Context: an optimization exercise on an open-source flow, tuned for small area. The choices shown serve that exercise and are no tape-out recipe.
In this exercise RTL edits were held to simulation tests only and were not proved equivalent to the original.
Power is estimated from default activity; no workload was simulated.

Design mkMAC, start of the top module:
module mkMAC(CLK,
	     RST_N,
	     get_values_multiplicand1,
	     get_values_multiplicand2,
	     get_values_addend,
	     get_values_mode,
	     EN_get_values,
	     RDY_get_values,
	     mac_result,
	     RDY_mac_result);
  input  CLK;
  input  RST_N;
  input  [63 : 0] get_values_multiplicand1;
  input  [63 : 0] get_values_multiplicand2;
  input  [63 : 0] get_values_addend;
  input  [1 : 0] get_values_mode;
  input  EN_get_values;
  output RDY_get_values;
  output [127 : 0] mac_result;
  output RDY_mac_result;
  reg [63:0] m1, m2, a;
  reg [1:0] md;
  reg valid;
  reg [4:0] st;           
  reg [64:0] hi;          
  reg [64:0] lo;          
  wire differ = (get_values_multiplicand1 != m1) ||
                (get_values_multiplicand2 != m2) ||
                (get_values_addend != a) || (get_values_mode != md);
  wire start = EN_get_values && (differ || !valid);
  wire s0 = st[0], s1 = st[1], s2 = st[2], s3 = st[3], s4 = st[4];
  wire [63:0] M = (get_values_multiplicand1 & {64{EN_get_values}}) | (m1 & {64{~EN_get_values}});
  wire [63:0] AE = (get_values_addend & {64{EN_get_values}}) | (a & {64{~EN_get_values}});
  wire [1:0] ME = (get_values_mode & {2{EN_get_values}}) | (md & {2{~EN_get_values}});
  wire pm0 = get_values_mode == 2'd0, pm1 = get_values_mode == 2'd1,
       pm2 = get_values_mode == 2'd2, pm3 = get_values_mode == 2'd3;
  wire rm0 = md == 2'd0, rm1 = md == 2'd1, rm2 = md == 2'd2, rm3 = md == 2'd3;
  reg [127:0] A;
  integer k;
  always @(*) begin
    A = 128'd0;
    case (ME)
      2'd0: for (k = 0; k < 8; k = k + 1) A[16*k +: 8] = AE[8*k +: 8];
      2'd1: for (k = 0; k < 4; k = k + 1) A[32*k +: 16] = AE[16*k +: 16];
      2'd2: for (k = 0; k < 2; k = k + 1) A[64*k +: 32] = AE[32*k +: 32];
      default: A[63:0] = AE;
    endcase
  end
  wire [12:0] c = ({13{s0}} & get_values_multiplicand2[12:0]) | ({13{s1}} & m2[25:13]) |
                  ({13{s2}} & m2[38:26]) | ({13{s3}} & m2[51:39]) | ({13{s4}} & {1'b0, m2[63:52]});
  wire [12:0] X = ({13{s0}} & A[77:65]) | ({13{s1}} & A[90:78]) | ({13{s2}} & A[103:91]) |
                  ({13{s3}} & A[116:104]) | ({13{s4}} & {2'b0, A[127:117]});
  wire [64:0] hin = s0 ? A[64:0] : hi;
  wire [103:0] cm;
  ...
clock: 9.0 ns
lec_check: 0
cap_margin: 20
core_margin: 2
core_utilization: 45
cts_buf_list: sky130_fd_sc_hd__clkbuf_4 sky130_fd_sc_hd__clkbuf_8
cts_cluster_diameter: 50
cts_cluster_size: 16
gpl_timing_driven: 0
setup_slack_margin: 0.1
slew_margin: 20
synth_hierarchical: 1
synth_minimum_keep_size: 0
standard.sh (not shown) runs the stock make flow with config.mk's settings and CLKGATE_MAP_FILE= SYNTH_SCRIPT=/design/flow/synth_recipe.tcl, a recipe that flattens the netlist after the stock synthesis.
==> flow/flow/run.sh <==
#!/bin/bash
# Layout flow: the standard ORFS flow, with the port buffers made from
# sky130_fd_sc_hd__buf_1 and the synthesis buffers removed before placement
# (the resizer rebuffers where needed).
set -euo pipefail
bash standard.sh 'BUFFER_PORTS_ARGS=-buffer_cell sky130_fd_sc_hd__buf_1' REMOVE_ABC_BUFFERS=1 finish > standard_flow.log 2>&1
The first run completed without violations.
==> next run, changes <==
CORE_UTILIZATION = 50   (was 45)
=> The changed run went through all stages and came out clean; final area went down by 2.0%; via count went down by 1.8%; fmax is about the same; worst setup slack gets worse by 0.018 ns; core utilization went up by 4.3 points; critical path depth went down by 3; sequential cell count stays the same; die area went down by 9.9%; power went down by 3.7%; wire length went down by 5.1%; global-route usage went up by 2.1 points.
==> next run, changes <==
CORE_UTILIZATION = 60   (was 50)
CTS_CLUSTER_DIAMETER = 45   (was 50)
Maximum frequency hardly moves; flip-flop and latch count does not change; synthesized area does not change; clock power rose by about 6%; wire length rose by 0.90%; total power rose by 2.6%; count of clock-buffer cells in the layout rose by 5; global-route usage rose by 7.9 points; core utilization rose by 12 points; cell area rose by 0.32%; final cell count fell by 3.2%.
==> next run, changes <==
CORE_UTILIZATION = 40   (was 60)
CTS_CLUSTER_DIAMETER = 60   (was 45)
CTS_CLUSTER_SIZE = 18   (was 16)
The changed run went through all stages and came out clean.
Via count is lower slightly.
Setup slack degrades by 0.022 ns.
Wire length went up by a few percent.
Global-route usage falls by 13 points.
Design area went up by a few percent.
Non-clock buffer count rises by 21.
Clock-buffer cell count came out lower by 10.
Final cell count rose by roughly a tenth.
Clock skew went up by 0.047 ns.
Critical path depth falls by 1.
Sequential share of layout area drops by 0.40 points.

==> afterwards: timing with drivers on the ports <==
The flow's constraints put no driver on any port. The routed layouts listed below were extracted and timed again, unchanged, in two steps. Step 1 sets driving cells, clkbuf_16 on the clock port and buf_2 on the other inputs (assumed; they add their load-dependent delay and slew). Step 2 moves the port delays by t, midway between the first and last clock arrival at a register: inputs arrive t later, outputs are due t later. That takes back most of the time a late clock gives input paths. Three values: no drivers, after step 1, after step 2; two values: the first two.
run	t, ns	slack for setup (ns)	worst register clock-pin slew, ns	cell pins on the clock port's net
the first run	0.790	0.245 / 0.284 / -0.506	0.10 / 0.10	1
the second run	0.793	0.228 / 0.221 / -0.572	0.10 / 0.10	1
the third run	0.790	0.211 / 0.251 / -0.539	0.10 / 0.10	1
the fourth run	0.772	0.189 / 0.189 / -0.492	0.12 / 0.12	1
Met with ideal ports but missed after step 2: setup timing in every run listed. For the second run, which loses most, drivers alone change the setup slack by -0.007 ns; drivers and shift together by -0.800 ns.
